Context: an optimization exercise on an open-source flow, tuned for small area and a short achievable clock period. The choices shown serve that exercise and are no tape-out recipe. Function was checked by simulation only, so behaviour that the tests miss may differ from the original.

==> flow/design.v <==
module fmul
  (
   input             clk,
   input             reset,
   input             req,
   input [31:0]      x,
   input [31:0]      y,
   output reg [31:0] rslt,
   output reg [4:0]  flag
   );
   integer           i;
   reg [31:0]        xh;
   wire [2:0]    br0 = {xh[1:0],1'b0};
   wire [2:0]    br1 = xh[3:1];
   wire [2:0]    br2 = xh[5:3];
   wire [2:0]    br3 = xh[15:13];
   wire [2:0]    br4 = xh[17:15];
   wire [2:0]    br5 = xh[19:17];
   wire [35:0]   by0, by1, by2;
   wire [35:0]   by3, by4, by5;
   wire          ng0 = (br0[2:1]==2'b10)|(br0[2:0]==3'b110);
   wire          ng1 = (br1[2:1]==2'b10)|(br1[2:0]==3'b110);
   reg           ng2;
   wire          ng3 = (br3[2:1]==2'b10)|(br3[2:0]==3'b110);
   wire          ng4 = (br4[2:1]==2'b10)|(br4[2:0]==3'b110);
   reg           ng5;
   wire [23:0]   fracy;
   booth booth0(.i(1'b0), .y_signed(1'b0), .br(br0), .y({fracy,8'h00}), .by(by0));
   booth booth1(.i(1'b1), .y_signed(1'b0), .br(br1), .y({fracy,8'h00}), .by(by1));
   booth booth2(.i(1'b1), .y_signed(1'b0), .br(br2), .y({fracy,8'h00}), .by(by2));
   booth booth3(.i(1'b1), .y_signed(1'b0), .br(br3), .y({fracy,8'h00}), .by(by3));
   booth booth4(.i(1'b1), .y_signed(1'b0), .br(br4), .y({fracy,8'h00}), .by(by4));
   booth booth5(.i(1'b1), .y_signed(1'b0), .br(br5), .y({fracy,8'h00}), .by(by5));
   reg [50:18]   ms;
   reg [64:0]    m;
   wire [7:0]    expx = (x[30:23]==8'h00) ? 8'h01 : x[30:23];
   wire [7:0]    expy = (y[30:23]==8'h00) ? 8'h01 : y[30:23];
   reg [9:0]     expr;
   reg           subn;
   wire          sgnr = x[31]^y[31];
   wire [23:0]   fracx = {(x[30:23]!=8'h00),x[22:0]};
   assign        fracy = {(y[30:23]!=8'h00),y[22:0]};
   wire [25:0]   fracr;
   wire [30:0]   guard;
   wire          rnd;
   wire [5:0]    nrmsft;                                         
   wire [56:0]   nrmi,nrm0,nrm1,nrm2,nrm3,nrm4,nrm5;
   wire [5:0]    snci;
   wire [4:0]    snc5;
   wire [3:0]    snc4;
   wire [2:0]    snc3;
   wire [1:0]    snc2;
   wire          snc1;
   assign nrmsft[5] = snci[5] & (~(|nrmi[56:24])|(&nrmi[56:24]));
   assign nrmsft[4] = snc5[4] & (~(|nrm5[56:40])|(&nrm5[56:40]));
   assign nrmsft[3] = snc4[3] & (~(|nrm4[56:48])|(&nrm4[56:48]));
   assign nrmsft[2] = snc3[2] & (~(|nrm3[56:52])|(&nrm3[56:52]));
   assign nrmsft[1] = snc2[1] & (~(|nrm2[56:54])|(&nrm2[56:54]));
   assign nrmsft[0] = snc1    & (~(|nrm1[56:55])|(&nrm1[56:55]));
   assign snci[5:0] = (expr[8:6]!=3'h0)    ? 6'h3f : expr[5:0];
   assign snc5[4:0] = (snci[5]&~nrmsft[5]) ? 5'h1f : snci[4:0];
   assign snc4[3:0] = (snc5[4]&~nrmsft[4]) ? 4'hf  : snc5[3:0];
   assign snc3[2:0] = (snc4[3]&~nrmsft[3]) ? 3'h7  : snc4[2:0];
   assign snc2[1:0] = (snc3[2]&~nrmsft[2]) ? 2'h3  : snc3[1:0];
   assign snc1      = (snc2[1]&~nrmsft[1]) ? 1'h1  : snc2[0];
   assign {fracr[25:0],guard[30:0]} = (subn) ? {1'b0,{26{1'b0}},m[55:28],(|m[27:0])}
                                             : {1'b0,m[55:2],|m[1:0]};
   assign nrmi = {fracr,guard};
   assign nrm5 = (~nrmsft[5]) ? nrmi : {nrmi[24:0], 32'h0000};
   assign nrm4 = (~nrmsft[4]) ? nrm5 : {nrm5[40:0], 16'h0000};
   assign nrm3 = (~nrmsft[3]) ? nrm4 : {nrm4[48:0], 8'h00};
   assign nrm2 = (~nrmsft[2]) ? nrm3 : {nrm3[52:0], 4'h0};
   assign nrm1 = (~nrmsft[1]) ? nrm2 : {nrm2[54:0], 2'b00};
   assign nrm0 = (~nrmsft[0]) ? nrm1 : {nrm1[55:0], 1'b0};
   wire [1:0] ssn = {nrm0[30],(|nrm0[29:0])};
   wire [2:0] grsn = {nrm0[32:31],(|ssn)};
   assign rnd = (grsn[1:0]==2'b11)|(grsn[2:1]==2'b11);
   wire [9:0]  expn = expr-nrmsft+(nrm0[56]^nrm0[55]);  
   always @ (posedge clk) begin
      if(req) begin
         subn <= 1'b0;
         expr <= expx + expy - 127 + 1;
         i<=5;
         xh<={8'h00,(x[30:23]!=8'h00),x[22:0]};
      end else if(i>=2) begin  
         ng2 <= (br2[2:1]==2'b10)|(br2[2:0]==3'b110);
         ng5 <= (br5[2:1]==2'b10)|(br5[2:0]==3'b110);
         case(i)
           5: begin
              ms[50:26] <= {3'b000,by0[35:14]}+{1'b0,by1[35:12]}+{1'b0,by2[33:10]};
              ms[25:18] <= 8'h00;
              m[64:8] <= {7'h00,by3[35:0],               by0[13:0]}+
                         {5'h00,by4[35:0],1'b0,ng3,      by1[11:0],1'b0,ng0}+
                         {3'h0 ,by5[35:0],1'b0,ng4,2'b00,by2[ 9:0],1'b0,ng1,2'b00};
              m[7:0]  <= 8'h00;
           end
           4,3: begin
              ms[50:26] <= {3'b000,ms[50],~ms[50],ms[49:30]}+{1'b0,by1[35:12]}+{1'b0,by2[33:10]};
              ms[25:18] <= ms[29:22];
              m[64:8] <= {3'b000, m[64], ~m[64], m[63:12]}+
                         {5'h00,by4[35:0],1'b0,ng5,      by1[11:0],1'b0,ng2}+
                         {3'h0 ,by5[33:0],1'b0,ng4,2'b00,by2[ 9:0],1'b0,ng1,2'b00};
              m[7:0]  <= m[11:4];
           end
           2: begin
              m[64:0] <= m[64:0]+
                         {1'b0,by4[35:0],1'b0,ng5,26'h0}+
                         {       ms[50], ~ms[50], ms[49:18],1'b0,ng2,12'h0000};
              if((expr==0)|expr[9])begin
                 expr <= expr+26;
                 subn <= 1'b1;
              end
           end
         endcase
         i<=i-1;
         xh<={4'h0,xh[31:4]};
      end
   end
   always @(*) begin
      rslt[31] = sgnr;
      flag = 0;
      if((x[30:23]==8'hff)&(x[22:0]!=0))begin
         rslt = x|32'h00400000;
         flag[4]=~x[22]|((y[30:23]==8'hff)&~y[22]&(y[21:0]!=0));
      end else if((y[30:23]==8'hff)&(y[22:0]!=0))begin
         rslt = y|32'h00400000;
         flag[4]=~y[22]|((x[30:23]==8'hff)&~x[22]&(x[21:0]!=0));
      end else if(x[30:23]==8'hff)begin
         if(y[30:0]==0)begin
            rslt = 32'hffc00000;
            flag[4] = 1'b1;
         end else begin
            rslt[31:0] = {x[31]^y[31],x[30:0]};
         end
      end else if(y[30:23]==8'hff)begin
         if(x[30:0]==0)begin
            rslt = 32'hffc00000;
            flag[4] = 1'b1;
         end else begin
            rslt[31:0] = {x[31]^y[31],y[30:0]};
         end
      end else if({fracr,guard}==0)begin
         rslt[30:0] = 31'h00000000;
      end else if(expn[9])begin
         rslt[30:0] = 31'h00000000;
         flag[0] = 1'b1;
         flag[1] = 1'b1;
      end else if((expn[8:0]>=9'h0ff)&(~expn[9]))begin
         rslt[30:0] = 31'h7f800000;
         flag[0] = 1'b1;
         flag[2] = 1'b1;
      end else begin
         rslt[30:0] = {expn[7:0],nrm0[54:32]}+rnd;
         flag[0]=|grsn[1:0];
         flag[1]=((rslt[30:23]==8'h00)|((expn[7:0]==8'h00)&~ssn[1]))&(flag[0]);
         flag[2]=(rslt[30:23]==8'hff);
      end
   end
endmodule
module booth
  (
   input             i,
   input             y_signed,
   input [2:0]       br,
   input [31:0]      y,
   output reg [35:0] by
   );
   wire              S = ((br==3'b000)|(br==3'b111)) ? 1'b0 : (y[31]&y_signed)^br[2] ;
   always @(*) begin
      case(br)
        3'b000: by[32:0] =  {33{1'b0}};
        3'b001: by[32:0] =  {y[31]&y_signed,y[31:0]};
        3'b010: by[32:0] =  {y[31]&y_signed,y[31:0]};
        3'b011: by[32:0] =  {y[31:0],1'b0};
        3'b100: by[32:0] = ~{y[31:0],1'b0};
        3'b101: by[32:0] = ~{y[31]&y_signed,y[31:0]};
        3'b110: by[32:0] = ~{y[31]&y_signed,y[31:0]};
        3'b111: by[32:0] =  {33{1'b0}};
      endcase
      if(i) by[35:33] = {2'b01,~S};
      else  by[35:33] = {~S,S,S};
   end
endmodule
==> flow/run.sh <==
#!/bin/bash
# synth_recipe.tcl (not shown) runs the flow's synth.tcl, then flattens the netlist and writes it again
# the make line also repeats each setting of config.mk as NAME=value (left out here)
make -C /OpenROAD-flow-scripts/flow DESIGN_CONFIG=/design/flow/config.mk WORK_HOME=/design/flow/orfs CLKGATE_MAP_FILE= SYNTH_SCRIPT=/design/flow/synth_recipe.tcl finish
==> flow/config.mk <==
export PLATFORM = sky130hd
export DESIGN_NAME = fmul
export DESIGN_NICKNAME = fmul
export VERILOG_FILES = /design/flow/design.v
export SDC_FILE = /design/flow/constraint.sdc
export NUM_CORES = 4
export LEC_CHECK = 0
export CAP_MARGIN = 20
export CORE_MARGIN = 2
export CORE_UTILIZATION = 40
export SLEW_MARGIN = 20
==> flow/constraint.sdc <==
create_clock -name core_clock -period 11.0 [get_ports {clk}]
set_input_delay 2.2000 -clock core_clock [delete_from_list [all_inputs] [get_ports {clk}]]
set_output_delay 2.2000 -clock core_clock [all_outputs]
set_load 0.01 [all_outputs]
==> summary.md <==
| Metric | Value |
|---|---|
| Critical-path top delay cell | clkdlybuf4s50_1 |
| Worst reg2reg path endpoint | m[61]$_DFFE_PP_ |
| Post-Syn Instances | between 3,000 and 4,000 |
| First-pass GRT wire length | between 150,000 and 200,000 um |
| Clk_skew | around 0.025 ns |
| Top delay family on crit path | simple AND/OR/NAND/NOR gates |
| Cell mode on critical path | buf_4 |
| Async S/R FF share, synth | 0 |
| Slew margin rel. | 0.204 |
| Via count | roughly 30,000 |
| Ports | 104 |
| Clock Latency Late Sink | 0.50 ns |
| Reg2reg path depth | 23 |
| Crit share post-route | 0.972 |
| Post-DR wirelength/cell | about 23 um |
| Cell Rows | roughly 100 |
| Reg-to-Reg Start | xh[1]$_DFFE_PP_ |
| Post-synth EDFFs | between 100 and 150 |
| Hold path endpoint | i[19]$_SDFFE_PP0N_ |
| Fmax | a little over 90 MHz |
| Initial Util | 0.403 |
| GRT overflow | 0 |
| Syn_nets | 4,346 |
| Area delta synth->final | 11.0% |
| Crit path launch type | register |
| Hold slack | about 0.47 ns |
| Routed Antenna Nets | 0 |
| Status | finished clean |
| Fin area | between 0.03 and 0.04 sq mm |
| Cts hold-fix bufs | 0 |
| Core Area | roughly 0.076 sq mm |
| Seq/Total Area, Yosys | 0.153 |
| Ys Warns | 2 |
| H-tree Lvls | 4 |
| Min-delay src | i[19]$_SDFFE_PP0N_ |
| Kind of end point of the critical path | output port |
| CTS sink cnt | between 150 and 200 |
| Util after Layout | 0.447 |
| DIE HEIGHT | around 280 um |
| # DRC | 0 |
| Final Hold Vio Count | 0 |
| Routed WL | roughly 110,000 um |
| Critical path class | register to output port |
| Filler instances | ~7,600 |
| Share of cells above drive strength 1 | 0.0867 |
| CP required | approximately 8.8 ns |
| Register bit total from synthesis | 167 |
| Max-cap violation count | 0 |
| CP Data Arrival Time | roughly 8.5 ns |
| Distinct cells, synth | 100 |
| HPWL after DPL | ~88,000 um |
| Ant. Diodes | 0 |
| Initial antenna violation count | 4 |
| Largest net degree at the start of global routing | between 60 and 70 |
| CTS tree | done |
| Cell Area, Synth | roughly 0.031 sq mm |
| Final setup violation count | 0 |
| Hold Crit Class | register to register |
| TNS Setup | 0 ns |
| GP Congestion | between 0.9 and 1 |
| Drt first pass iters | 6 |
| Total CTS buffers | 17 |
| Number of port buffers | roughly 100 |
| Net count, final | 4,399 |
| CTS max path bufs | 2 |
| Buffers and inverters on the worst path | 8 |
| Dpl cell area | approximately 0.033 sq mm |
| Die ar. | 0.0786 sq mm |
| Crit path from | m[48]$_DFFE_PP_ |
| Worst Path Max Fanout | 28 |
| Vias/cell | about 6 |
| Hold Path Depth | 2 |
| RSZ-0062 raised after global routing | true |
| Avg Inst Size Synth | 7.92 sq um |
| Final Slew Violations | 0 |
| Clock transition at path regs | 0.08 ns |
| Worst reg-to-reg setup slack | between 2 and 2.5 ns |
| Worst slew pin tran | between 1 and 1.5 ns |
| CP max stage delay | just over 0.6 ns |
| Die X | 280 um |
| GR Util All Layers | 0.278 |
| Root buf cell | clkbuf_16 |
| Primary FF master, synth | edfxtp_1 |
| Min Tclk post-route | 10.69 ns |
| Number of global-route vias before repair | 27,600 |
| Iter 0 DRT Violations | roughly 2,900 |
## kinds of logic (layout without fill, tap and decap cells)
group,Yosys count,after routing,share of synthesized area
AO/OA/AOI/OAI,1103,1103,0.242
AND/OR/NAND/NOR,1081,1081,0.170
buffers and inverters,586,652,0.0733
adder cells (fa/ha/maj),423,423,0.210
XOR/XNOR,339,339,0.0972
flip-flops,167,167,0.153
multiplexers,156,156,0.0537
other,1,1,0.000123
## what timing repair did
item | 4_1_cts | 5_1_grt
resized for setup | 9 | 34
pin swaps | 2 | 11
endpoints found under the setup margin | 17 | 26
buffers inserted | 13 | 5
## synth_stat cells (35+ instances only)
library cell / number / area (sq um)
nand2_1: 281 / 1050
mux2_2: 48 / 541
edfxtp_1: 134 / 4020
o21ai_0: 234 / 1170
xor2_1: 109 / 955
a21oi_1: 238 / 1190
o221ai_1: 55 / 482
o22ai_1: 51 / 319
nand3_1: 72 / 360
a21o_1: 90 / 676
xnor2_1: 230 / 2010
nor4_1: 47 / 294
nor2_1: 319 / 1200
fa_1: 151 / 3020
buf_1: 40 / 150
or3_1: 45 / 282
o31ai_1: 35 / 263
and2_1: 35 / 219
inv_1: 349 / 1310
a211oi_1: 50 / 375
nand2b_1: 53 / 332
a22oi_1: 77 / 578
clkbuf_1: 177 / 664
ha_1: 272 / 3400
mux2i_1: 105 / 1050
nor3_1: 77 / 385
## per-layer routing
layer,global-route usage,part of all wire,vias to the layer above
li1,-,-,14000
met1,0.391,0.45,14200
met2,0.434,0.44,1187
met3,0.0391,0.071,198
met4,0.0958,0.036,4
met5,0,0.00026,-
## area by class of cell
cell class	instances	area, sq um	area share
flip-flops and latches	167	4690	0.138
multi-input cells	3103	23800	0.703
clock buffers	18	429	0.0127
repair buffers	264	2260	0.0666
well taps	978	1220	0.0361
clock inverters	14	153	0.00450
inverters	356	1340	0.0394
## through the flow
stage          std cells  worst slack (ns)
6_report            4900             0.309
5_1_grt             4900           -0.0204
4_1_cts             4895            0.0327
3_5_place_dp        4850             0.276
3_3_place_gp        4850             0.275
2_1_floorplan       3856             0.451
## cell usage in the layout (no fill, tap or decap), drive strengths merged, types with 27 or more instances in the layout
| cell type | count |
|---|---|
| a211oi | 50 |
| a21o | 91 |
| a21oi | 240 |
| a22oi | 77 |
| and2 | 35 |
| buf | 164 |
| clkdlybuf4s50 | 94 |
| dfxtp | 33 |
| edfxtp | 134 |
| fa | 151 |
| ha | 272 |
| inv | 364 |
| mux2 | 49 |
| mux2i | 106 |
| nand2 | 281 |
| nand2b | 53 |
| nand3 | 73 |
| nand4 | 27 |
| nor2 | 321 |
| nor2b | 32 |
| nor3 | 77 |
| nor4 | 48 |
| o21ai | 240 |
| o221ai | 55 |
| o22ai | 51 |
| o31ai | 35 |
| or3 | 45 |
| xnor2 | 230 |
| xor2 | 109 |
## state kept, by name (all words and copies together) (netlist names)
| register | cells |
|---|---|
| m | 65 |
| ms | 33 |
| i | 32 |
| xh | 24 |
| expr | 10 |
| ng2 | 1 |
| ng5 | 1 |
| subn | 1 |
## worst min-delay path, delay by kind of cell, from the launching register on
| family | cells | cell delay [ns] |
|---|---|---|
| flops | 1 | 0.31 |
| compound gates | 2 | 0.11 |
## worst max-delay path by stage
stage	end	slack (ns)	cells past startpoint
4_1_cts	rslt[21]	0.03	35
2_1_floorplan	rslt[21]	0.45	38
3_5_place_dp	rslt[21]	0.28	35
3_3_place_gp	rslt[21]	0.27	36
6_report	rslt[22]	0.31	30
5_1_grt	rslt[22]	-0.02	30

separate check: timing with driven ports:
Ports are ideal in the flow. The routed layout listed here was re-timed in OpenROAD.
Step 1: set_driving_cell puts a clkbuf_16 on clk and a buf_2 on each other input, an assumption about the parent block.
Step 2 adds t to the input delays and takes it off the output delays; t is the mean of the earliest and latest rising clock arrival at the registers after step 1. Input paths then give back, and output paths get back, about the clock's delay inside the block.
Slacks: ideal ports / drivers / drivers and shift; pairs: ideal ports / drivers.
shift t [ns]: 0.554
slack for setup (ns): 0.309 / 0.245 / 0.800
clock arrival spread, ns: 0.025 / 0.025
worst slew at a driven data input, ns: 0.07
After both steps this run still meets setup and hold. For this run, drivers alone change the setup slack by -0.064 ns; drivers and shift together by +0.491 ns.
